Source: an optimization exercise on an open RTL-to-GDS flow (aim: small area and few clock cycles per item). Production flows keep margins and buffers that such runs may drop.
In this exercise RTL edits were held to simulation tests only and were not proved equivalent to the original.

==> config.mk <==
export PLATFORM = sky130hd
export DESIGN_NAME = MyDesign
export DESIGN_NICKNAME = MyDesign
export VERILOG_FILES = /design/flow/design.v
export SDC_FILE = /design/flow/constraint.sdc
export NUM_CORES = 4
export LEC_CHECK = 0
export CAP_MARGIN = 20
export CORE_MARGIN = 2
export CORE_UTILIZATION = 70
export SLEW_MARGIN = 20
==> constraint.sdc <==
create_clock -name core_clock -period 6.0 [get_ports {clk}]
set_input_delay 1.2000 -clock core_clock [delete_from_list [all_inputs] [get_ports {clk}]]
set_output_delay 1.2000 -clock core_clock [all_outputs]
set_load 0.01 [all_outputs]
==> design.v <==
module MyDesign (dut_run, dut_busy, reset_b, clk, dut_sram_write_address,
		 dut_sram_write_data, dut_sram_write_enable,
		 dut_sram_read_address,	sram_dut_read_data,
		 dut_wmem_read_address, wmem_dut_read_data);
input clk;
input signed [15:0] sram_dut_read_data, wmem_dut_read_data;
input dut_run, reset_b;
output signed [15:0] dut_sram_write_data;
output [11:0] dut_sram_write_address;
output dut_sram_write_enable;
output [11:0] dut_sram_read_address, dut_wmem_read_address;
output dut_busy;
localparam [2:0] IDLE = 3'd0, HDR = 3'd1, SZ = 3'd2, PR = 3'd3, RUN = 3'd4;
reg [2:0] st;
reg [11:0] xa, wa, xb, oa;
reg [6:0] col;           
reg [7:0] row;           
reg [4:0] s8;            
reg [1:0] ph;            
reg x4, x8, w4, w8;      
reg lc, l2, we, first_c, first_t;
reg [15:0] xo_r, wo_r;
reg [1:0] ph_c;
reg [21:0] acc;
wire [21:0] acc_next;
wire [15:0] X = sram_dut_read_data;
wire [15:0] Wd = wmem_dut_read_data;
wire ix4 = (st == PR) ? X[2] : x4;
wire ix8 = (st == PR) ? X[3] : x8;
wire iw4 = (st == PR) ? Wd[2] : w4;
wire iw8 = (st == PR) ? Wd[3] : w8;
wire ib8 = ix8 | iw8;
wire ib4 = ~ib8 & (ix4 | iw4);
wire ixn = ib8 ? ~ix8 : (ib4 & ~ix4);   
wire iwn = ib8 ? ~iw8 : (ib4 & ~iw4);
wire ir4 = ib8 & ((~ix4 & ~ix8) | (~iw4 & ~iw8));  
wire nlast = ~(ixn | iwn) | (ir4 ? (ph == 2'd3) : ph[0]);
wire [6:0] lh = ib8 ? 7'd1 : ib4 ? 7'd2 : 7'd4;    
wire row_end = (col == lh);
wire layer_end = row_end & (row == 8'd1);
wire stepping = (st == PR) | (st == RUN);
wire is_end = &X[7:0];
always @(posedge clk) begin
	if (!reset_b) begin
		st <= IDLE;
		xa <= 12'd0;
		wa <= 12'd0;
		lc <= 1'b0;
		l2 <= 1'b0;
		we <= 1'b0;
	end else begin
		lc <= stepping & row_end;
		l2 <= lc;
		we <= l2;
		case (st)
		IDLE: if (dut_run) begin
			st <= SZ;
			xa <= xa + 12'd1;
			wa <= wa + 12'd1;
		end
		HDR: begin
			st <= SZ;
			xa <= xa + 12'd1;
			wa <= wa + 12'd1;
		end
		SZ: if (is_end) begin
			st <= IDLE;
			xa <= 12'd0;
			wa <= 12'd0;
		end else begin
			st <= PR;
			xa <= xa + 12'd1;
			wa <= wa + 12'd1;
		end
		default: begin  
			st <= layer_end ? HDR : RUN;
			if (row_end & ~layer_end)
				xa <= xb;
			else if (~ixn | nlast)
				xa <= xa + 12'd1;
			if (~iwn | nlast)
				wa <= wa + 12'd1;
		end
		endcase
	end
end
always @(posedge clk) begin
	if (st == SZ) begin
		s8 <= X[7:3];
		row <= X[7:0];
		col <= X[7:1];
	end else begin
		if (row_end) begin
			col <= {s8, 2'b00};
			row <= row - 8'd1;
		end else
			col <= col - lh;
	end
	if (st == SZ)
		xb <= xa + 12'd1;
	if (st == PR) begin
		x4 <= X[2];
		x8 <= X[3];
		w4 <= Wd[2];
		w8 <= Wd[3];
	end
	ph <= stepping ? ph + 2'd1 : 2'd0;
	ph_c <= ph;
	first_c <= lc | (st == PR);
	first_t <= first_c;
	xo_r <= xo;
	wo_r <= wo;
	oa <= (st == IDLE) ? 12'd0 : oa + {11'd0, we};
	acc <= acc_next;
end
wire m8 = x8 | w8;
wire m4 = ~m8 & (x4 | w4);
wire m2 = ~m8 & ~m4;
wire [21:0] acc_in = first_t ? 22'd0 : acc;
reg [15:0] xo, wo;
integer l, n;
always @(*) begin
	xo = 16'd0;
	wo = 16'd0;
	if (m8) begin
		for (l = 0; l < 2; l = l + 1) begin
			if (x8) xo[8*l +: 8] = X[8*l +: 8];
			else if (x4) begin n = 2*ph_c[0] + l; xo[8*l +: 8] = {{4{X[4*n+3]}}, X[4*n +: 4]}; end
			else begin n = 2*ph_c + l; xo[8*l +: 8] = {{6{X[2*n+1]}}, X[2*n +: 2]}; end
			if (w8) wo[8*l +: 8] = Wd[8*l +: 8];
			else if (w4) begin n = 2*ph_c[0] + l; wo[8*l +: 8] = {{4{Wd[4*n+3]}}, Wd[4*n +: 4]}; end
			else begin n = 2*ph_c + l; wo[8*l +: 8] = {{6{Wd[2*n+1]}}, Wd[2*n +: 2]}; end
		end
	end else if (m4) begin
		for (l = 0; l < 4; l = l + 1) begin
			if (x4) xo[4*l +: 4] = X[4*l +: 4];
			else begin n = 4*ph_c[0] + l; xo[4*l +: 4] = {{2{X[2*n+1]}}, X[2*n +: 2]}; end
			if (w4) wo[4*(2*(l/2) + 1 - (l%2)) +: 4] = Wd[4*l +: 4];
			else begin n = 4*ph_c[0] + l; wo[4*(2*(l/2) + 1 - (l%2)) +: 4] = {{2{Wd[2*n+1]}}, Wd[2*n +: 2]}; end
		end
	end else begin
		for (l = 0; l < 8; l = l + 1) begin
			xo[2*l +: 2] = X[2*l +: 2];
			wo[2*(4*(l/4) + 3 - (l%4)) +: 2] = Wd[2*l +: 2];
		end
	end
end
  wire mo_82 = m8 | m2;
  wire mo_42 = m4 | m2;
  wire mo_84 = m8 | m4;
  wire pp_0_0_0 = (xo_r[0] & wo_r[0]) & m8;
  wire pp_0_0_1 = (xo_r[0] & wo_r[1]) & m8;
  wire pp_0_0_2 = (xo_r[0] & wo_r[2]) & m8;
  wire pp_0_0_3 = (xo_r[0] & wo_r[3]) & m8;
  wire pp_0_0_4 = (xo_r[0] & wo_r[4]) & mo_84;
  wire pp_0_0_5 = (xo_r[0] & wo_r[5]) & mo_84;
  wire pp_0_0_6 = (xo_r[0] & wo_r[6]);
  wire pp_0_0_7 = ~(xo_r[0] & wo_r[7]);
  wire pp_0_1_0 = (xo_r[1] & wo_r[0]) & m8;
  wire pp_0_1_1 = (xo_r[1] & wo_r[1]) & m8;
  wire pp_0_1_2 = (xo_r[1] & wo_r[2]) & m8;
  wire pp_0_1_3 = (xo_r[1] & wo_r[3]) & m8;
  wire pp_0_1_4 = (xo_r[1] & wo_r[4]) & mo_84;
  wire pp_0_1_5 = (xo_r[1] & wo_r[5]) & mo_84;
  wire pp_0_1_6 = (xo_r[1] & wo_r[6]) ? mo_84 : m2;
  wire pp_0_1_7 = (xo_r[1] & wo_r[7]) ? m2 : mo_84;
  wire pp_0_2_0 = (xo_r[2] & wo_r[0]) & m8;
  wire pp_0_2_1 = (xo_r[2] & wo_r[1]) & m8;
  wire pp_0_2_2 = (xo_r[2] & wo_r[2]) & m8;
  wire pp_0_2_3 = (xo_r[2] & wo_r[3]) & m8;
  wire pp_0_2_4 = (xo_r[2] & wo_r[4]);
  wire pp_0_2_5 = (xo_r[2] & wo_r[5]) ? mo_84 : m2;
  wire pp_0_2_6 = (xo_r[2] & wo_r[6]) & mo_84;
  wire pp_0_2_7 = ~(xo_r[2] & wo_r[7]) & mo_84;
  wire pp_0_3_0 = (xo_r[3] & wo_r[0]) & m8;
  wire pp_0_3_1 = (xo_r[3] & wo_r[1]) & m8;
  wire pp_0_3_2 = (xo_r[3] & wo_r[2]) & m8;
  wire pp_0_3_3 = (xo_r[3] & wo_r[3]) & m8;
  wire pp_0_3_4 = (xo_r[3] & wo_r[4]) ? m8 : mo_42;
  wire pp_0_3_5 = (xo_r[3] & wo_r[5]) ? mo_82 : m4;
  wire pp_0_3_6 = (xo_r[3] & wo_r[6]) ? m8 : m4;
  wire pp_0_3_7 = (xo_r[3] & wo_r[7]) ? m4 : m8;
  wire pp_0_4_0 = (xo_r[4] & wo_r[0]) & mo_84;
  wire pp_0_4_1 = (xo_r[4] & wo_r[1]) & mo_84;
  wire pp_0_4_2 = (xo_r[4] & wo_r[2]);
  wire pp_0_4_3 = (xo_r[4] & wo_r[3]) ? m8 : mo_42;
  wire pp_0_4_4 = (xo_r[4] & wo_r[4]) & m8;
  wire pp_0_4_5 = (xo_r[4] & wo_r[5]) & m8;
  wire pp_0_4_6 = (xo_r[4] & wo_r[6]) & m8;
  wire pp_0_4_7 = ~(xo_r[4] & wo_r[7]) & m8;
  wire pp_0_5_0 = (xo_r[5] & wo_r[0]) & mo_84;
  wire pp_0_5_1 = (xo_r[5] & wo_r[1]) & mo_84;
  wire pp_0_5_2 = (xo_r[5] & wo_r[2]) ? mo_84 : m2;
  wire pp_0_5_3 = (xo_r[5] & wo_r[3]) ? mo_82 : m4;
  wire pp_0_5_4 = (xo_r[5] & wo_r[4]) & m8;
  wire pp_0_5_5 = (xo_r[5] & wo_r[5]) & m8;
  wire pp_0_5_6 = (xo_r[5] & wo_r[6]) & m8;
  wire pp_0_5_7 = ~(xo_r[5] & wo_r[7]) & m8;
  wire pp_0_6_0 = (xo_r[6] & wo_r[0]);
  wire pp_0_6_1 = (xo_r[6] & wo_r[1]) ? mo_84 : m2;
  wire pp_0_6_2 = (xo_r[6] & wo_r[2]) & mo_84;
  wire pp_0_6_3 = (xo_r[6] & wo_r[3]) ? m8 : m4;
  wire pp_0_6_4 = (xo_r[6] & wo_r[4]) & m8;
  wire pp_0_6_5 = (xo_r[6] & wo_r[5]) & m8;
  wire pp_0_6_6 = (xo_r[6] & wo_r[6]) & m8;
  wire pp_0_6_7 = ~(xo_r[6] & wo_r[7]) & m8;
  wire pp_0_7_0 = ~(xo_r[7] & wo_r[0]);
  wire pp_0_7_1 = (xo_r[7] & wo_r[1]) ? m2 : mo_84;
  wire pp_0_7_2 = ~(xo_r[7] & wo_r[2]) & mo_84;
  wire pp_0_7_3 = (xo_r[7] & wo_r[3]) ? m4 : m8;
  wire pp_0_7_4 = ~(xo_r[7] & wo_r[4]) & m8;
  wire pp_0_7_5 = ~(xo_r[7] & wo_r[5]) & m8;
  wire pp_0_7_6 = ~(xo_r[7] & wo_r[6]) & m8;
  wire pp_0_7_7 = (xo_r[7] & wo_r[7]) & m8;
  wire pp_1_0_0 = (xo_r[8] & wo_r[8]) & m8;
  wire pp_1_0_1 = (xo_r[8] & wo_r[9]) & m8;
  wire pp_1_0_2 = (xo_r[8] & wo_r[10]) & m8;
  wire pp_1_0_3 = (xo_r[8] & wo_r[11]) & m8;
  wire pp_1_0_4 = (xo_r[8] & wo_r[12]) & mo_84;
  wire pp_1_0_5 = (xo_r[8] & wo_r[13]) & mo_84;
  wire pp_1_0_6 = (xo_r[8] & wo_r[14]);
  wire pp_1_0_7 = ~(xo_r[8] & wo_r[15]);
  wire pp_1_1_0 = (xo_r[9] & wo_r[8]) & m8;
  wire pp_1_1_1 = (xo_r[9] & wo_r[9]) & m8;
  wire pp_1_1_2 = (xo_r[9] & wo_r[10]) & m8;
  wire pp_1_1_3 = (xo_r[9] & wo_r[11]) & m8;
  wire pp_1_1_4 = (xo_r[9] & wo_r[12]) & mo_84;
  wire pp_1_1_5 = (xo_r[9] & wo_r[13]) & mo_84;
  wire pp_1_1_6 = (xo_r[9] & wo_r[14]) ? mo_84 : m2;
  wire pp_1_1_7 = (xo_r[9] & wo_r[15]) ? m2 : mo_84;
  wire pp_1_2_0 = (xo_r[10] & wo_r[8]) & m8;
  wire pp_1_2_1 = (xo_r[10] & wo_r[9]) & m8;
  wire pp_1_2_2 = (xo_r[10] & wo_r[10]) & m8;
  wire pp_1_2_3 = (xo_r[10] & wo_r[11]) & m8;
  wire pp_1_2_4 = (xo_r[10] & wo_r[12]);
  wire pp_1_2_5 = (xo_r[10] & wo_r[13]) ? mo_84 : m2;
  wire pp_1_2_6 = (xo_r[10] & wo_r[14]) & mo_84;
  wire pp_1_2_7 = ~(xo_r[10] & wo_r[15]) & mo_84;
  wire pp_1_3_0 = (xo_r[11] & wo_r[8]) & m8;
  wire pp_1_3_1 = (xo_r[11] & wo_r[9]) & m8;
  wire pp_1_3_2 = (xo_r[11] & wo_r[10]) & m8;
  wire pp_1_3_3 = (xo_r[11] & wo_r[11]) & m8;
  wire pp_1_3_4 = (xo_r[11] & wo_r[12]) ? m8 : mo_42;
  wire pp_1_3_5 = (xo_r[11] & wo_r[13]) ? mo_82 : m4;
  wire pp_1_3_6 = (xo_r[11] & wo_r[14]) ? m8 : m4;
  wire pp_1_3_7 = (xo_r[11] & wo_r[15]) ? m4 : m8;
  wire pp_1_4_0 = (xo_r[12] & wo_r[8]) & mo_84;
  wire pp_1_4_1 = (xo_r[12] & wo_r[9]) & mo_84;
  wire pp_1_4_2 = (xo_r[12] & wo_r[10]);
  wire pp_1_4_3 = (xo_r[12] & wo_r[11]) ? m8 : mo_42;
  wire pp_1_4_4 = (xo_r[12] & wo_r[12]) & m8;
  wire pp_1_4_5 = (xo_r[12] & wo_r[13]) & m8;
  wire pp_1_4_6 = (xo_r[12] & wo_r[14]) & m8;
  wire pp_1_4_7 = ~(xo_r[12] & wo_r[15]) & m8;
  wire pp_1_5_0 = (xo_r[13] & wo_r[8]) & mo_84;
  wire pp_1_5_1 = (xo_r[13] & wo_r[9]) & mo_84;
  wire pp_1_5_2 = (xo_r[13] & wo_r[10]) ? mo_84 : m2;
  wire pp_1_5_3 = (xo_r[13] & wo_r[11]) ? mo_82 : m4;
  wire pp_1_5_4 = (xo_r[13] & wo_r[12]) & m8;
  wire pp_1_5_5 = (xo_r[13] & wo_r[13]) & m8;
  wire pp_1_5_6 = (xo_r[13] & wo_r[14]) & m8;
  wire pp_1_5_7 = ~(xo_r[13] & wo_r[15]) & m8;
  wire pp_1_6_0 = (xo_r[14] & wo_r[8]);
  wire pp_1_6_1 = (xo_r[14] & wo_r[9]) ? mo_84 : m2;
  wire pp_1_6_2 = (xo_r[14] & wo_r[10]) & mo_84;
  wire pp_1_6_3 = (xo_r[14] & wo_r[11]) ? m8 : m4;
  wire pp_1_6_4 = (xo_r[14] & wo_r[12]) & m8;
  wire pp_1_6_5 = (xo_r[14] & wo_r[13]) & m8;
  wire pp_1_6_6 = (xo_r[14] & wo_r[14]) & m8;
  wire pp_1_6_7 = ~(xo_r[14] & wo_r[15]) & m8;
  wire pp_1_7_0 = ~(xo_r[15] & wo_r[8]);
  wire pp_1_7_1 = (xo_r[15] & wo_r[9]) ? m2 : mo_84;
  wire pp_1_7_2 = ~(xo_r[15] & wo_r[10]) & mo_84;
  wire pp_1_7_3 = (xo_r[15] & wo_r[11]) ? m4 : m8;
  wire pp_1_7_4 = ~(xo_r[15] & wo_r[12]) & m8;
  wire pp_1_7_5 = ~(xo_r[15] & wo_r[13]) & m8;
  wire pp_1_7_6 = ~(xo_r[15] & wo_r[14]) & m8;
  wire pp_1_7_7 = (xo_r[15] & wo_r[15]) & m8;
  wire k_9 = m8;
  wire k_10 = m4;
  wire k_11 = m2;
  wire k_12 = m2;
  wire k_13 = mo_42;
  wire k_14 = mo_42;
  wire k_15 = mo_42;
  wire k_16 = 1'b1;
  wire k_17 = 1'b1;
  wire k_18 = 1'b1;
  wire k_19 = 1'b1;
  wire k_20 = 1'b1;
  wire k_21 = 1'b1;
  wire t1 = pp_0_0_6 ^ pp_0_1_5 ^ pp_0_2_4;
  wire t2 = (pp_0_0_6 & pp_0_1_5) | (pp_0_0_6 & pp_0_2_4) | (pp_0_1_5 & pp_0_2_4);
  wire t3 = pp_0_0_7 ^ pp_0_1_6 ^ pp_0_2_5;
  wire t4 = (pp_0_0_7 & pp_0_1_6) | (pp_0_0_7 & pp_0_2_5) | (pp_0_1_6 & pp_0_2_5);
  wire t5 = pp_0_3_4 ^ pp_0_4_3 ^ pp_0_5_2;
  wire t6 = (pp_0_3_4 & pp_0_4_3) | (pp_0_3_4 & pp_0_5_2) | (pp_0_4_3 & pp_0_5_2);
  wire t7 = pp_0_6_1 ^ pp_0_7_0;
  wire t8 = pp_0_6_1 & pp_0_7_0;
  wire t9 = pp_0_1_7 ^ pp_0_2_6 ^ pp_0_3_5;
  wire t10 = (pp_0_1_7 & pp_0_2_6) | (pp_0_1_7 & pp_0_3_5) | (pp_0_2_6 & pp_0_3_5);
  wire t11 = pp_0_4_4 ^ pp_0_5_3 ^ pp_0_6_2;
  wire t12 = (pp_0_4_4 & pp_0_5_3) | (pp_0_4_4 & pp_0_6_2) | (pp_0_5_3 & pp_0_6_2);
  wire t13 = pp_0_7_1 ^ pp_1_1_7;
  wire t14 = pp_0_7_1 & pp_1_1_7;
  wire t15 = pp_0_2_7 ^ pp_0_3_6 ^ pp_0_4_5;
  wire t16 = (pp_0_2_7 & pp_0_3_6) | (pp_0_2_7 & pp_0_4_5) | (pp_0_3_6 & pp_0_4_5);
  wire t17 = pp_0_5_4 ^ pp_0_6_3 ^ pp_0_7_2;
  wire t18 = (pp_0_5_4 & pp_0_6_3) | (pp_0_5_4 & pp_0_7_2) | (pp_0_6_3 & pp_0_7_2);
  wire t19 = pp_0_3_7 ^ pp_0_4_6;
  wire t20 = pp_0_3_7 & pp_0_4_6;
  wire t21 = pp_0_0_4 ^ pp_0_1_3 ^ pp_0_2_2;
  wire t22 = (pp_0_0_4 & pp_0_1_3) | (pp_0_0_4 & pp_0_2_2) | (pp_0_1_3 & pp_0_2_2);
  wire t23 = pp_0_0_5 ^ pp_0_1_4 ^ pp_0_2_3;
  wire t24 = (pp_0_0_5 & pp_0_1_4) | (pp_0_0_5 & pp_0_2_3) | (pp_0_1_4 & pp_0_2_3);
  wire t25 = pp_0_3_2 ^ pp_0_4_1 ^ pp_0_5_0;
  wire t26 = (pp_0_3_2 & pp_0_4_1) | (pp_0_3_2 & pp_0_5_0) | (pp_0_4_1 & pp_0_5_0);
  wire t27 = pp_1_0_5 ^ pp_1_1_4;
  wire t28 = pp_1_0_5 & pp_1_1_4;
  wire t29 = pp_0_3_3 ^ pp_0_4_2 ^ pp_0_5_1;
  wire t30 = (pp_0_3_3 & pp_0_4_2) | (pp_0_3_3 & pp_0_5_1) | (pp_0_4_2 & pp_0_5_1);
  wire t31 = pp_0_6_0 ^ pp_1_0_6 ^ pp_1_1_5;
  wire t32 = (pp_0_6_0 & pp_1_0_6) | (pp_0_6_0 & pp_1_1_5) | (pp_1_0_6 & pp_1_1_5);
  wire t33 = pp_1_2_4 ^ pp_1_3_3 ^ pp_1_4_2;
  wire t34 = (pp_1_2_4 & pp_1_3_3) | (pp_1_2_4 & pp_1_4_2) | (pp_1_3_3 & pp_1_4_2);
  wire t35 = pp_1_5_1 ^ pp_1_6_0;
  wire t36 = pp_1_5_1 & pp_1_6_0;
  wire t37 = pp_1_0_7 ^ pp_1_1_6 ^ pp_1_2_5;
  wire t38 = (pp_1_0_7 & pp_1_1_6) | (pp_1_0_7 & pp_1_2_5) | (pp_1_1_6 & pp_1_2_5);
  wire t39 = pp_1_3_4 ^ pp_1_4_3 ^ pp_1_5_2;
  wire t40 = (pp_1_3_4 & pp_1_4_3) | (pp_1_3_4 & pp_1_5_2) | (pp_1_4_3 & pp_1_5_2);
  wire t41 = pp_1_6_1 ^ pp_1_7_0 ^ acc_in[7];
  wire t42 = (pp_1_6_1 & pp_1_7_0) | (pp_1_6_1 & acc_in[7]) | (pp_1_7_0 & acc_in[7]);
  wire t43 = t2 ^ t3 ^ t5;
  wire t44 = (t2 & t3) | (t2 & t5) | (t3 & t5);
  wire t45 = pp_1_2_6 ^ pp_1_3_5 ^ pp_1_4_4;
  wire t46 = (pp_1_2_6 & pp_1_3_5) | (pp_1_2_6 & pp_1_4_4) | (pp_1_3_5 & pp_1_4_4);
  wire t47 = pp_1_5_3 ^ pp_1_6_2 ^ pp_1_7_1;
  wire t48 = (pp_1_5_3 & pp_1_6_2) | (pp_1_5_3 & pp_1_7_1) | (pp_1_6_2 & pp_1_7_1);
  wire t49 = acc_in[8] ^ t4 ^ t6;
  wire t50 = (acc_in[8] & t4) | (acc_in[8] & t6) | (t4 & t6);
  wire t51 = t8 ^ t9 ^ t11;
  wire t52 = (t8 & t9) | (t8 & t11) | (t9 & t11);
  wire t53 = pp_1_2_7 ^ pp_1_3_6 ^ pp_1_4_5;
  wire t54 = (pp_1_2_7 & pp_1_3_6) | (pp_1_2_7 & pp_1_4_5) | (pp_1_3_6 & pp_1_4_5);
  wire t55 = pp_1_5_4 ^ pp_1_6_3 ^ pp_1_7_2;
  wire t56 = (pp_1_5_4 & pp_1_6_3) | (pp_1_5_4 & pp_1_7_2) | (pp_1_6_3 & pp_1_7_2);
  wire t57 = k_9 ^ acc_in[9] ^ t10;
  wire t58 = (k_9 & acc_in[9]) | (k_9 & t10) | (acc_in[9] & t10);
  wire t59 = t12 ^ t14 ^ t15;
  wire t60 = (t12 & t14) | (t12 & t15) | (t14 & t15);
  wire t61 = pp_0_5_5 ^ pp_0_6_4 ^ pp_0_7_3;
  wire t62 = (pp_0_5_5 & pp_0_6_4) | (pp_0_5_5 & pp_0_7_3) | (pp_0_6_4 & pp_0_7_3);
  wire t63 = pp_1_3_7 ^ pp_1_4_6 ^ pp_1_5_5;
  wire t64 = (pp_1_3_7 & pp_1_4_6) | (pp_1_3_7 & pp_1_5_5) | (pp_1_4_6 & pp_1_5_5);
  wire t65 = pp_1_6_4 ^ pp_1_7_3 ^ k_10;
  wire t66 = (pp_1_6_4 & pp_1_7_3) | (pp_1_6_4 & k_10) | (pp_1_7_3 & k_10);
  wire t67 = acc_in[10] ^ t16 ^ t18;
  wire t68 = (acc_in[10] & t16) | (acc_in[10] & t18) | (t16 & t18);
  wire t69 = pp_0_4_7 ^ pp_0_5_6 ^ pp_0_6_5;
  wire t70 = (pp_0_4_7 & pp_0_5_6) | (pp_0_4_7 & pp_0_6_5) | (pp_0_5_6 & pp_0_6_5);
  wire t71 = pp_0_7_4 ^ pp_1_4_7 ^ pp_1_5_6;
  wire t72 = (pp_0_7_4 & pp_1_4_7) | (pp_0_7_4 & pp_1_5_6) | (pp_1_4_7 & pp_1_5_6);
  wire t73 = pp_1_6_5 ^ pp_1_7_4 ^ k_11;
  wire t74 = (pp_1_6_5 & pp_1_7_4) | (pp_1_6_5 & k_11) | (pp_1_7_4 & k_11);
  wire t75 = pp_0_5_7 ^ pp_0_6_6 ^ pp_0_7_5;
  wire t76 = (pp_0_5_7 & pp_0_6_6) | (pp_0_5_7 & pp_0_7_5) | (pp_0_6_6 & pp_0_7_5);
  wire t77 = pp_0_0_2 ^ pp_0_1_1;
  wire t78 = pp_0_0_2 & pp_0_1_1;
  wire t79 = pp_0_0_3 ^ pp_0_1_2 ^ pp_0_2_1;
  wire t80 = (pp_0_0_3 & pp_0_1_2) | (pp_0_0_3 & pp_0_2_1) | (pp_0_1_2 & pp_0_2_1);
  wire t81 = pp_0_3_0 ^ pp_1_0_3 ^ pp_1_1_2;
  wire t82 = (pp_0_3_0 & pp_1_0_3) | (pp_0_3_0 & pp_1_1_2) | (pp_1_0_3 & pp_1_1_2);
  wire t83 = pp_0_3_1 ^ pp_0_4_0 ^ pp_1_0_4;
  wire t84 = (pp_0_3_1 & pp_0_4_0) | (pp_0_3_1 & pp_1_0_4) | (pp_0_4_0 & pp_1_0_4);
  wire t85 = pp_1_1_3 ^ pp_1_2_2 ^ pp_1_3_1;
  wire t86 = (pp_1_1_3 & pp_1_2_2) | (pp_1_1_3 & pp_1_3_1) | (pp_1_2_2 & pp_1_3_1);
  wire t87 = pp_1_4_0 ^ acc_in[4];
  wire t88 = pp_1_4_0 & acc_in[4];
  wire t89 = pp_1_2_3 ^ pp_1_3_2 ^ pp_1_4_1;
  wire t90 = (pp_1_2_3 & pp_1_3_2) | (pp_1_2_3 & pp_1_4_1) | (pp_1_3_2 & pp_1_4_1);
  wire t91 = pp_1_5_0 ^ acc_in[5] ^ t22;
  wire t92 = (pp_1_5_0 & acc_in[5]) | (pp_1_5_0 & t22) | (acc_in[5] & t22);
  wire t93 = t23 ^ t25 ^ t27;
  wire t94 = (t23 & t25) | (t23 & t27) | (t25 & t27);
  wire t95 = acc_in[6] ^ t1 ^ t24;
  wire t96 = (acc_in[6] & t1) | (acc_in[6] & t24) | (t1 & t24);
  wire t97 = t26 ^ t28 ^ t29;
  wire t98 = (t26 & t28) | (t26 & t29) | (t28 & t29);
  wire t99 = t31 ^ t33 ^ t35;
  wire t100 = (t31 & t33) | (t31 & t35) | (t33 & t35);
  wire t101 = t7 ^ t30 ^ t32;
  wire t102 = (t7 & t30) | (t7 & t32) | (t30 & t32);
  wire t103 = t34 ^ t36 ^ t37;
  wire t104 = (t34 & t36) | (t34 & t37) | (t36 & t37);
  wire t105 = t39 ^ t41 ^ t43;
  wire t106 = (t39 & t41) | (t39 & t43) | (t41 & t43);
  wire t107 = t13 ^ t38 ^ t40;
  wire t108 = (t13 & t38) | (t13 & t40) | (t38 & t40);
  wire t109 = t42 ^ t44 ^ t45;
  wire t110 = (t42 & t44) | (t42 & t45) | (t44 & t45);
  wire t111 = t47 ^ t49 ^ t51;
  wire t112 = (t47 & t49) | (t47 & t51) | (t49 & t51);
  wire t113 = t17 ^ t46 ^ t48;
  wire t114 = (t17 & t46) | (t17 & t48) | (t46 & t48);
  wire t115 = t50 ^ t52 ^ t53;
  wire t116 = (t50 & t52) | (t50 & t53) | (t52 & t53);
  wire t117 = t55 ^ t57 ^ t59;
  wire t118 = (t55 & t57) | (t55 & t59) | (t57 & t59);
  wire t119 = t19 ^ t54 ^ t56;
  wire t120 = (t19 & t54) | (t19 & t56) | (t54 & t56);
  wire t121 = t58 ^ t60 ^ t61;
  wire t122 = (t58 & t60) | (t58 & t61) | (t60 & t61);
  wire t123 = t63 ^ t65 ^ t67;
  wire t124 = (t63 & t65) | (t63 & t67) | (t65 & t67);
  wire t125 = acc_in[11] ^ t20 ^ t62;
  wire t126 = (acc_in[11] & t20) | (acc_in[11] & t62) | (t20 & t62);
  wire t127 = t64 ^ t66 ^ t68;
  wire t128 = (t64 & t66) | (t64 & t68) | (t66 & t68);
  wire t129 = t69 ^ t71 ^ t73;
  wire t130 = (t69 & t71) | (t69 & t73) | (t71 & t73);
  wire t131 = pp_1_5_7 ^ pp_1_6_6 ^ pp_1_7_5;
  wire t132 = (pp_1_5_7 & pp_1_6_6) | (pp_1_5_7 & pp_1_7_5) | (pp_1_6_6 & pp_1_7_5);
  wire t133 = k_12 ^ acc_in[12] ^ t70;
  wire t134 = (k_12 & acc_in[12]) | (k_12 & t70) | (acc_in[12] & t70);
  wire t135 = t72 ^ t74 ^ t75;
  wire t136 = (t72 & t74) | (t72 & t75) | (t74 & t75);
  wire t137 = pp_0_6_7 ^ pp_0_7_6 ^ pp_1_6_7;
  wire t138 = (pp_0_6_7 & pp_0_7_6) | (pp_0_6_7 & pp_1_6_7) | (pp_0_7_6 & pp_1_6_7);
  wire t139 = pp_1_7_6 ^ k_13 ^ acc_in[13];
  wire t140 = (pp_1_7_6 & k_13) | (pp_1_7_6 & acc_in[13]) | (k_13 & acc_in[13]);
  wire t141 = pp_0_0_1 ^ pp_0_1_0;
  wire t142 = pp_0_0_1 & pp_0_1_0;
  wire t143 = pp_0_2_0 ^ pp_1_0_2 ^ pp_1_1_1;
  wire t144 = (pp_0_2_0 & pp_1_0_2) | (pp_0_2_0 & pp_1_1_1) | (pp_1_0_2 & pp_1_1_1);
  wire t145 = pp_1_2_0 ^ acc_in[2];
  wire t146 = pp_1_2_0 & acc_in[2];
  wire t147 = pp_1_2_1 ^ pp_1_3_0 ^ acc_in[3];
  wire t148 = (pp_1_2_1 & pp_1_3_0) | (pp_1_2_1 & acc_in[3]) | (pp_1_3_0 & acc_in[3]);
  wire t149 = t78 ^ t79 ^ t81;
  wire t150 = (t78 & t79) | (t78 & t81) | (t79 & t81);
  wire t151 = t21 ^ t80 ^ t82;
  wire t152 = (t21 & t80) | (t21 & t82) | (t80 & t82);
  wire t153 = t83 ^ t85 ^ t87;
  wire t154 = (t83 & t85) | (t83 & t87) | (t85 & t87);
  wire t155 = t84 ^ t86 ^ t88;
  wire t156 = (t84 & t86) | (t84 & t88) | (t86 & t88);
  wire t157 = t89 ^ t91 ^ t93;
  wire t158 = (t89 & t91) | (t89 & t93) | (t91 & t93);
  wire t159 = t90 ^ t92 ^ t94;
  wire t160 = (t90 & t92) | (t90 & t94) | (t92 & t94);
  wire t161 = t95 ^ t97 ^ t99;
  wire t162 = (t95 & t97) | (t95 & t99) | (t97 & t99);
  wire t163 = t96 ^ t98 ^ t100;
  wire t164 = (t96 & t98) | (t96 & t100) | (t98 & t100);
  wire t165 = t101 ^ t103 ^ t105;
  wire t166 = (t101 & t103) | (t101 & t105) | (t103 & t105);
  wire t167 = t102 ^ t104 ^ t106;
  wire t168 = (t102 & t104) | (t102 & t106) | (t104 & t106);
  wire t169 = t107 ^ t109 ^ t111;
  wire t170 = (t107 & t109) | (t107 & t111) | (t109 & t111);
  wire t171 = t108 ^ t110 ^ t112;
  wire t172 = (t108 & t110) | (t108 & t112) | (t110 & t112);
  wire t173 = t113 ^ t115 ^ t117;
  wire t174 = (t113 & t115) | (t113 & t117) | (t115 & t117);
  wire t175 = t114 ^ t116 ^ t118;
  wire t176 = (t114 & t116) | (t114 & t118) | (t116 & t118);
  wire t177 = t119 ^ t121 ^ t123;
  wire t178 = (t119 & t121) | (t119 & t123) | (t121 & t123);
  wire t179 = t120 ^ t122 ^ t124;
  wire t180 = (t120 & t122) | (t120 & t124) | (t122 & t124);
  wire t181 = t125 ^ t127 ^ t129;
  wire t182 = (t125 & t127) | (t125 & t129) | (t127 & t129);
  wire t183 = t126 ^ t128 ^ t130;
  wire t184 = (t126 & t128) | (t126 & t130) | (t128 & t130);
  wire t185 = t131 ^ t133 ^ t135;
  wire t186 = (t131 & t133) | (t131 & t135) | (t133 & t135);
  wire t187 = t76 ^ t132 ^ t134;
  wire t188 = (t76 & t132) | (t76 & t134) | (t132 & t134);
  wire t189 = t136 ^ t137 ^ t139;
  wire t190 = (t136 & t137) | (t136 & t139) | (t137 & t139);
  wire t191 = pp_0_7_7 ^ pp_1_7_7 ^ k_14;
  wire t192 = (pp_0_7_7 & pp_1_7_7) | (pp_0_7_7 & k_14) | (pp_1_7_7 & k_14);
  wire t193 = acc_in[14] ^ t138 ^ t140;
  wire t194 = (acc_in[14] & t138) | (acc_in[14] & t140) | (t138 & t140);
  wire t195 = pp_1_0_1 ^ pp_1_1_0;
  wire t196 = pp_1_0_1 & pp_1_1_0;
  wire t197 = t77 ^ t142 ^ t143;
  wire t198 = (t77 & t142) | (t77 & t143) | (t142 & t143);
  wire t199 = t144 ^ t146 ^ t147;
  wire t200 = (t144 & t146) | (t144 & t147) | (t146 & t147);
  wire t201 = t148 ^ t150 ^ t151;
  wire t202 = (t148 & t150) | (t148 & t151) | (t150 & t151);
  wire t203 = t152 ^ t154 ^ t155;
  wire t204 = (t152 & t154) | (t152 & t155) | (t154 & t155);
  wire t205 = t156 ^ t158 ^ t159;
  wire t206 = (t156 & t158) | (t156 & t159) | (t158 & t159);
  wire t207 = t160 ^ t162 ^ t163;
  wire t208 = (t160 & t162) | (t160 & t163) | (t162 & t163);
  wire t209 = t164 ^ t166 ^ t167;
  wire t210 = (t164 & t166) | (t164 & t167) | (t166 & t167);
  wire t211 = t168 ^ t170 ^ t171;
  wire t212 = (t168 & t170) | (t168 & t171) | (t170 & t171);
  wire t213 = t172 ^ t174 ^ t175;
  wire t214 = (t172 & t174) | (t172 & t175) | (t174 & t175);
  wire t215 = t176 ^ t178 ^ t179;
  wire t216 = (t176 & t178) | (t176 & t179) | (t178 & t179);
  wire t217 = t180 ^ t182 ^ t183;
  wire t218 = (t180 & t182) | (t180 & t183) | (t182 & t183);
  wire t219 = t184 ^ t186 ^ t187;
  wire t220 = (t184 & t186) | (t184 & t187) | (t186 & t187);
  wire t221 = t188 ^ t190 ^ t191;
  wire t222 = (t188 & t190) | (t188 & t191) | (t190 & t191);
  wire t223 = k_15 ^ acc_in[15] ^ t192;
  wire t224 = (k_15 & acc_in[15]) | (k_15 & t192) | (acc_in[15] & t192);
  wire t225 = pp_0_0_0 ^ pp_1_0_0;
  wire t226 = pp_0_0_0 & pp_1_0_0;
  wire t227 = acc_in[1] ^ t141 ^ t195;
  wire t228 = (acc_in[1] & t141) | (acc_in[1] & t195) | (t141 & t195);
  wire t229 = t145 ^ t196 ^ t197;
  wire t230 = (t145 & t196) | (t145 & t197) | (t196 & t197);
  wire t231 = t149 ^ t198 ^ t199;
  wire t232 = (t149 & t198) | (t149 & t199) | (t198 & t199);
  wire t233 = t153 ^ t200 ^ t201;
  wire t234 = (t153 & t200) | (t153 & t201) | (t200 & t201);
  wire t235 = t157 ^ t202 ^ t203;
  wire t236 = (t157 & t202) | (t157 & t203) | (t202 & t203);
  wire t237 = t161 ^ t204 ^ t205;
  wire t238 = (t161 & t204) | (t161 & t205) | (t204 & t205);
  wire t239 = t165 ^ t206 ^ t207;
  wire t240 = (t165 & t206) | (t165 & t207) | (t206 & t207);
  wire t241 = t169 ^ t208 ^ t209;
  wire t242 = (t169 & t208) | (t169 & t209) | (t208 & t209);
  wire t243 = t173 ^ t210 ^ t211;
  wire t244 = (t173 & t210) | (t173 & t211) | (t210 & t211);
  wire t245 = t177 ^ t212 ^ t213;
  wire t246 = (t177 & t212) | (t177 & t213) | (t212 & t213);
  wire t247 = t181 ^ t214 ^ t215;
  wire t248 = (t181 & t214) | (t181 & t215) | (t214 & t215);
  wire t249 = t185 ^ t216 ^ t217;
  wire t250 = (t185 & t216) | (t185 & t217) | (t216 & t217);
  wire t251 = t189 ^ t218 ^ t219;
  wire t252 = (t189 & t218) | (t189 & t219) | (t218 & t219);
  wire t253 = t193 ^ t220 ^ t221;
  wire t254 = (t193 & t220) | (t193 & t221) | (t220 & t221);
  wire t255 = t194 ^ t222 ^ t223;
  wire t256 = (t194 & t222) | (t194 & t223) | (t222 & t223);
  wire t257 = k_16 ^ acc_in[16] ^ t224;
  wire t258 = (k_16 & acc_in[16]) | (k_16 & t224) | (acc_in[16] & t224);
  wire t259 = k_17 ^ acc_in[17];
  wire t260 = k_17 & acc_in[17];
  wire t261 = k_18 ^ acc_in[18];
  wire t262 = k_18 & acc_in[18];
  wire t263 = k_19 ^ acc_in[19];
  wire t264 = k_19 & acc_in[19];
  wire t265 = k_20 ^ acc_in[20];
  wire t266 = k_20 & acc_in[20];
  wire t267 = k_21 ^ acc_in[21];
  wire t268 = k_21 & acc_in[21];
  wire [21:0] row_a = {t266, t264, t262, t260, t258, t256, t254, t252, t250, t248, t246, t244, t242, t240, t238, t236, t234, t232, t230, t228, t226, acc_in[0]};
  wire [21:0] row_b = {t267, t265, t263, t261, t259, t257, t255, t253, t251, t249, t247, t245, t243, t241, t239, t237, t235, t233, t231, t229, t227, t225};
  assign acc_next = row_a + row_b;
assign dut_sram_read_address = xa;
assign dut_wmem_read_address = wa;
assign dut_sram_write_address = oa;
assign dut_sram_write_enable = we;
assign dut_sram_write_data = m8 ? acc[15:0] : m4 ? acc[19:4] : acc[21:6];
assign dut_busy = (st != IDLE) | we;
endmodule
==> run.sh <==
#!/bin/bash
# synth_recipe.tcl (not shown) runs the flow's synth.tcl, then flattens the netlist and writes it again
# the make line also repeats each setting of config.mk as NAME=value (left out here)
make -C /OpenROAD-flow-scripts/flow DESIGN_CONFIG=/design/flow/config.mk WORK_HOME=/design/flow/orfs CLKGATE_MAP_FILE= SYNTH_SCRIPT=/design/flow/synth_recipe.tcl finish
==> results of run 1 <==
layer usage:
metal  wire length (µm)  GRT usage [%]  vias to the layer above  part of all wire (%)
met1              12100           46.0                     4936                    38
met3               2700           5.93                      129                   8.6
li1                   -              -                     4672                     -
met5                  0              0                        -                     0
met4               1450           17.9                        0                   4.6
met2              15200           60.0                      550                    48
worst max-delay path, cell delays in order, from the launching register on:
cell	delay, ps
dfxtp_1	310
or2_2	310
inv_2	90
nand2_4	80
buf_12	170
xnor2_2	150
fa_1	570
fa_1	440
fa_2	350
fa_1	480
inv_1	50
fa_1	480
inv_1	50
fa_1	470
inv_1	40
ha_1	280
a21o_1	210
and3_4	190
a2111oi_4	340
nand2_1	170
a221oi_2	320
xor2_1	200
path summary, 6_finish.rpt:
| kind | start | endpoint | slack (ps) | depth (start not counted) |
|---|---|---|---|---|
| hold reg to reg | first_c | first_t | 380 | 0 |
| setup / recovery | w8 | acc[21] | 170 | 21 |
| hold / removal | first_c | first_t | 380 | 0 |
| setup reg to reg | w8 | acc[21] | 170 | 21 |
cell families (layout without fill, tap and decap cells):
kind of cell / after synthesis / after routing / synth area share, %
AND/OR/NAND/NOR: 418 / 418 / 17.7
AO/OA/AOI/OAI: 260 / 260 / 14.2
buffers and inverters: 221 / 308 / 7.34
adder cells (fa/ha/maj): 162 / 162 / 24.6
flip-flops: 138 / 138 / 25.5
XOR/XNOR: 70 / 70 / 5.18
multiplexers: 54 / 54 / 5.53
registers in the layout, indices dropped and copies added (netlist names), 2 cells and up:
| register | count |
|---|---|
| xb | 12 |
| acc | 22 |
| xo_r | 16 |
| wa | 12 |
| ph | 2 |
| wo_r | 16 |
| st | 3 |
| row | 8 |
| col | 7 |
| xa | 12 |
| s8 | 5 |
| ph_c | 2 |
| oa | 12 |
per-stage QoR:
stage               setup TNS [ps]  cells
floorplan                        0   1323
global placement                 0   1593
detailed placement               0   1593
CTS                              0   1625
global route                  -181   1630
finish                           0   1630
cell type report:
type                            count  area (µm²)  share of cell area (%)
Multi-Input combinational cell    964        8050                    58.7
Tap cell                          220         275                    2.01
Inverter                          152         574                    4.19
Clock buffer                       17         425                    3.10
Sequential cell                   138        3010                    22.0
Clock inverter                     15         189                    1.38
Timing Repair Buffer              124        1190                    8.67
timing repair:
item,CTS,global route
setup buffers,0,4
hold endpoints to repair,0,0
pin swaps,0,6
resized for setup,2,20
cloned,0,1
setup endpoints to repair,1,6
layout by cell type, fill, tap and decap left out, types with 5 or more instances in the layout:
| master | netlist | routed |
|---|---|---|
| a2111oi_0 | 6 | 5 |
| xnor2_1 | 51 | 49 |
| mux2i_1 | 38 | 38 |
| nor3b_1 | 6 | 6 |
| or3_1 | 10 | 10 |
| dfxtp_1 | 113 | 113 |
| nor2b_1 | 20 | 20 |
| inv_6 | 0 | 6 |
| buf_4 | 1 | 33 |
| nand4_1 | 9 | 9 |
| nand2_1 | 145 | 144 |
| a222oi_1 | 5 | 5 |
| a211oi_1 | 7 | 7 |
| inv_1 | 149 | 149 |
| and2_1 | 7 | 7 |
| ha_1 | 45 | 43 |
| clkinv_8 | 0 | 6 |
| nor2_1 | 53 | 51 |
| clkdlybuf4s50_1 | 0 | 88 |
| a22oi_1 | 9 | 9 |
| mux4_2 | 8 | 8 |
| edfxtp_1 | 25 | 25 |
| clkbuf_16 | 0 | 18 |
| nor3_1 | 16 | 16 |
| o21ai_0 | 74 | 74 |
| a31oi_1 | 11 | 10 |
| o21bai_1 | 7 | 7 |
| a221oi_1 | 7 | 6 |
| fa_1 | 117 | 114 |
| and3_1 | 49 | 48 |
| a21o_1 | 7 | 7 |
| a31o_2 | 5 | 5 |
| o211ai_1 | 9 | 9 |
| mux2_2 | 7 | 7 |
| nand3_1 | 56 | 56 |
| nand2b_1 | 25 | 25 |
| a21oi_1 | 66 | 64 |
| xor2_1 | 19 | 19 |
cells in the mapped netlist, types with 10 or more instances:
master	instances
a21oi_1	66
a31oi_1	11
and3_1	49
clkbuf_1	52
dfxtp_1	113
edfxtp_1	25
fa_1	117
ha_1	45
inv_1	149
mux2i_1	38
nand2_1	145
nand2b_1	25
nand3_1	56
nor2_1	53
nor2b_1	20
nor3_1	16
o21ai_0	74
or3_1	10
xnor2_1	51
xor2_1	19
==> impl_results.md, run 1 <==
* Cell Area, Placed at between 0.01 and 0.015 mm²
* Dpl ws at 68.6 ps
* Initial Util at 71.6%
* Design area at 0.0137 mm²
* Placer Congestion at 0.996
* Diode count at 0
* Ys Warns at 1
* Reg clk slew, reported paths at 70 ps
* Setup ws final at between 150 and 200 ps
* Synth area leader: fa_1
* Relative slew slack at 33.6%
* Pin count of the biggest net entering global routing at 58
* Final Setup Violations at 0
* I/O Buffers at 88
* Area contributors post-synth: fa_1 20%, dfxtp_1 19%, edfxtp_1 6.3%
* Dpl hpwl at 22.6 mm
* Via count at 10,300
* Startpoint class of the critical path: flop
* DR iter-0 viols at roughly 980
* Worst hold margin at 375 ps
* Die H at 134 µm
* Final-stage net count at about 1,600
* CTS tree: done
* Async set-reset flop share out of synthesis at 0%
* First-pass GRT wire length at roughly 51 mm
* Synthesized instance count at roughly 1,300
* GRT overflow at 0
* DR pass1 iterations at 9
* Vias in the first global route at 10,200
* Syn Nets at 1,520
* Max Transition Viols Final at 0
* Vias/cell at ~6.3
* Final ANT Viol Nets at 0
* Slew @ Worst Pin at between 900 and 1000 ps
* Fin util at between 80% and 90%
* Fin crit period at 5830 ps
* Num CTS Buffers at 17
* Yosys cell types at 75
* Mean Syn Cell Area at between 8 and 9 µm²
* RSZ-0062 raised after global routing: yes
* Max Root-Sink Buffers at 2
* Drt total wl at 31.4 mm
* Routed WL per cell at 19.3 µm
* Clock latency (worst-skew pair) at 430 ps
* Core ar. at 0.0165 mm²
* Worst Path Max Fanout at 17
* DIE AREA at 0.0180 mm²
* H-tree depth at 4
* DRC at 0
* EDFF count, synth at 25
* Top FF cell, synth: dfxtp_1
* Final hold vios at 0
* Initial antenna violation count at 0
* Status: no timing/DRC/antenna violations
* Fraction of final layout cells sized beyond drive strength 1 at 8.65%
* # IOs at 89
* Post-Syn Area at 0.0118 mm²
* Hold_buf cts at 0
* Area grow syn2layout at 16.0%
* GRT Resource Usage Total at about 36%
* DIE WIDTH at 134 µm
* Cell row count at 47
* Worst EP arrival at 6180 ps
* Seq cells post-synth at 138
* Max frequency at 172 MHz
* Hold WC Path Type: flop to flop
* Synth top area share at 19.8%
* Final period util at 97.1%
* Clock root cell: clkbuf_16
* Sequential area share after synthesis at roughly a quarter
* Kind of critical path: flop to flop
* Fill cell count at about 1,000
* Num Clock Sinks at about 140
* CP endpoint kind: flop
* Clk_skew at 9.51 ps
* Required time of the critical path at 6350 ps
* Max Cap Viol at 0
Testbench counts, summed over its fixed seeds: cycles 117,674, macs 306,944.
==> run 2, diff against run 1 <==
--- a/config.mk
+++ b/config.mk
@@ -7,5 +7,5 @@
 export LEC_CHECK = 0
 export CAP_MARGIN = 20
 export CORE_MARGIN = 2
-export CORE_UTILIZATION = 70
+export CORE_UTILIZATION = 40
 export SLEW_MARGIN = 20
==> run 2 against run 1 <==
  * Still clean
  * Via count down 3.4%
  * Final cell count up 11%
  * Die area increased by 72%
  * Final area up 1.9%
  * Worst setup slack improved by 10 ps
  * Worst hold slack worse by 44 ps
  * Critical path type unchanged
  * Critical endpoint is now acc[14]
  * Highest routed layer unchanged
==> impl_results.md, run 2 <==
* Status: no timing/DRC/antenna violations
* Sequential area share after synthesis at 25.5% (unchanged)
* Hold WC Path Type: flop to flop
* Worst Path Max Fanout at 7 (-10)
* Reg clk slew, reported paths at 70 ps (about the same)
* Clock root cell: clkbuf_16
* Area grow syn2layout at 18.1%
* Startpoint class of the critical path: flop
* Kind of critical path: flop to flop
* CP endpoint kind: flop
* Dpl cells at 1,765 (+11%)
* Clk_skew at 22.1 ps (+12.6 ps)
* Pin count of the biggest net entering global routing at 68 (+17%)
* Top FF cell, synth: dfxtp_1
* Count leader, synth: inv_1
* Final ANT Viol Nets at 0 (unchanged)
* Commonest non-fill, non-tap cell in the layout: inv_1
* Post-Syn Area at 0.0118 mm² (unchanged)
* Via count at 9,940 (-3.4%)
* Final Non-Filler Cells at 1,804 (+11%)
* Min-delay src: first_c
* DR pass1 iterations at 5 (-4)
* Async set-reset flop share out of synthesis at 0% (unchanged)
* DR iter-0 viols at 733 (-25%)
* GRT Resource Usage Total at 21.1% (-15 points)
* FF-to-FF Start: w8
* Clock latency (worst-skew pair) at 440 ps (about the same)
* Max reg flops at 22 (unchanged)
* Syn Nets at 1,520 (unchanged)
* Final hold vios at 0 (unchanged)
* H-tree depth at 4 (unchanged)
* Fraction of final layout cells sized beyond drive strength 1 at 8.66% (+0.0095 points)
* Most frequent cells in the layout: 149 x inv_1, 144 x nand2_1, 117 x fa_1, 113 x dfxtp_1, 88 x clkdlybuf4s50_1
* Vias/cell at 5.51 (-13%)
* Area contributors post-synth: fa_1 20%, dfxtp_1 19%, edfxtp_1 6.3%
* First-pass GRT wire length at 51.8 mm (+1.4%)
* Worst EP arrival at 6130 ps (-50 ps)
* Die H at 176 µm (+31%)
* Seq cells post-synth at 138 (unchanged)
* Yosys cell types at 75 (unchanged)
* Max Cap Viol at 0 (unchanged)
* Mean Syn Cell Area at 8.94 µm² (unchanged)
* DIE AREA at 0.0310 mm² (+72%)
* Num CTS Buffers at 17 (unchanged)
* Final Setup Violations at 0 (unchanged)
* Design area at 0.0140 mm² (+1.9%)
* Final period util at 97.0% (-0.17 points)
* Vias in the first global route at 9,816 (-3.8%)
* Drt total wl at 32.2 mm (+2.4%)
* Routed WL per cell at 17.8 µm (-7.5%)
* Relative slew slack at 41.3% (+7.7 points)
* DIE WIDTH at 176 µm (+31%)
* I/O Buffers at 88 (unchanged)
* Reg2reg setup slack at 180 ps (about the same)
* Worst hold margin at 331 ps (-44.2 ps)
* Max frequency at 172 MHz (+0.17%)
* CTS tree: done
* Ys Warns at 1 (unchanged)
* # IOs at 89 (unchanged)
* Synth area leader: fa_1
* GRT overflow at 0 (unchanged)
* Dpl hpwl at 24.0 mm (+6.1%)
* Core ar. at 0.0289 mm² (+75%)
* Max Root-Sink Buffers at 2 (unchanged)
* Top Registers: acc x22, wo_r x16, xo_r x16
* Required time of the critical path at 6320 ps (-30 ps)
* Diode count at 0 (unchanged)
* Worst Setup SP: w8
* Synthesized instance count at 1,323 (unchanged)
* Final-stage net count at 1,604 (+0.63%)
* Biggest register: acc
* EDFF count, synth at 25 (unchanged)
* Synth cell count leaders: 149 x inv_1, 145 x nand2_1, 117 x fa_1, 113 x dfxtp_1, 74 x o21ai_0
* Num Clock Sinks at 138 (unchanged)
* Cell Area, Placed at 0.0132 mm² (+2.0%)
* Cell row count at 62 (+32%)
* Initial Util at 40.9% (-31 points)
* Max Transition Viols Final at 0 (unchanged)
* Synth top area share at 19.8% (unchanged)
* DRC at 0 (unchanged)
* Slew @ Worst Pin at 873 ps (-114 ps)
* Initial antenna violation count at 0 (unchanged)
* Fin crit period at 5820 ps (-9.98 ps)
* Placer Congestion at 0.891 (-11%)
run 2: area by class of cell:
class / instances / area (µm²)
timing repair buffer: 133 / 1260
inverter: 152 / 574
sequential: 138 / 3010
fill: 2785 / 15000
clock inverter: 15 / 194
tap: 384 / 480
clock buffer: 17 / 425
multi-input combinational: 965 / 8020
run 2: critical path, cell delays in order, from the launching register on:
cell and delay (ps):
dfxtp_1 320, or2_4 310, clkinvlp_4 140, nand2_4 80
buf_4 150, and3_1 180, fa_1 490, inv_1 50
fa_1 470, fa_1 490, inv_1 50, fa_1 380
fa_1 530, fa_1 410, ha_1 410, o21ai_0 140
a21oi_1 240, a21oi_2 130, o311ai_0 440, a21oi_1 150
xnor2_1 140
run 2: repair_timing:
item / in CTS / in global routing
setup buffers: 0 / 4
setup endpoints to repair: 5 / 7
pin swaps: 0 / 1
resized for setup: 1 / 13
cloned: 0 / 2
hold buffers: 0 / 0
run 2: layer usage:
| metal | track usage [%] | vias up | wire, µm |
|---|---|---|---|
| met5 | 0 | - | 0 |
| met4 | 6.20 | 0 | 669 |
| met3 | 2.82 | 40 | 1630 |
| met2 | 35.6 | 332 | 15700 |
| met1 | 28.5 | 4870 | 14200 |
| li1 | - | 4698 | - |
run 2: path summary, 6_finish.rpt:
kind             end  depth (start not counted)
max          acc[14]                         20
max reg2reg  acc[14]                         20
min          first_t                          0
min reg2reg  first_t                          0
run 2: logic make-up (layout without fill, tap and decap cells):
kind of cell / after synthesis / in the layout / share of synthesized area (%)
AOI/OAI and AO/OA: 260 / 260 / 14.2
xor gates and xnor gates: 70 / 70 / 5.18
DFF: 138 / 138 / 25.5
muxes: 54 / 54 / 5.53
and+or+nand+nor: 418 / 419 / 17.7
adders and majority gates: 162 / 162 / 24.6
buffers and inverters: 221 / 317 / 7.34
run 2: through the flow:
step	setup WS, ps	utilization, %	setup TNS [ps]
6_report	183	48.3	0
5_1_grt	-31.3	48.3	-51.2
4_1_cts	51.7	47.8	0
3_5_place_dp	-83.0	45.6	-229
3_3_place_gp	-33.2	45.6	-37.0
2_1_floorplan	28.6	-	0

-- separate check: timing with driven ports --
The flow's constraints put no driver on any port. The routed layouts listed below were extracted and timed again, unchanged, in two steps. Step 1, drivers: a clkbuf_16 drives clk and a buf_2 each remaining input, both assumed. Step 2 moves the port delays by t, midway between the first and last clock arrival at a register: inputs arrive t later, outputs are due t later. That takes back most of the time a late clock gives input paths. Three values: no drivers, after step 1, after step 2; two values: the first two.
run	t (ns)	setup slack, ns	worst register clock-pin slew, ns
run 1	0.478	0.173 / 0.173 / 0.173	0.07 / 0.07
run 2	0.478	0.183 / 0.183 / 0.183	0.08 / 0.08
After both steps setup and hold are still met in every run listed.
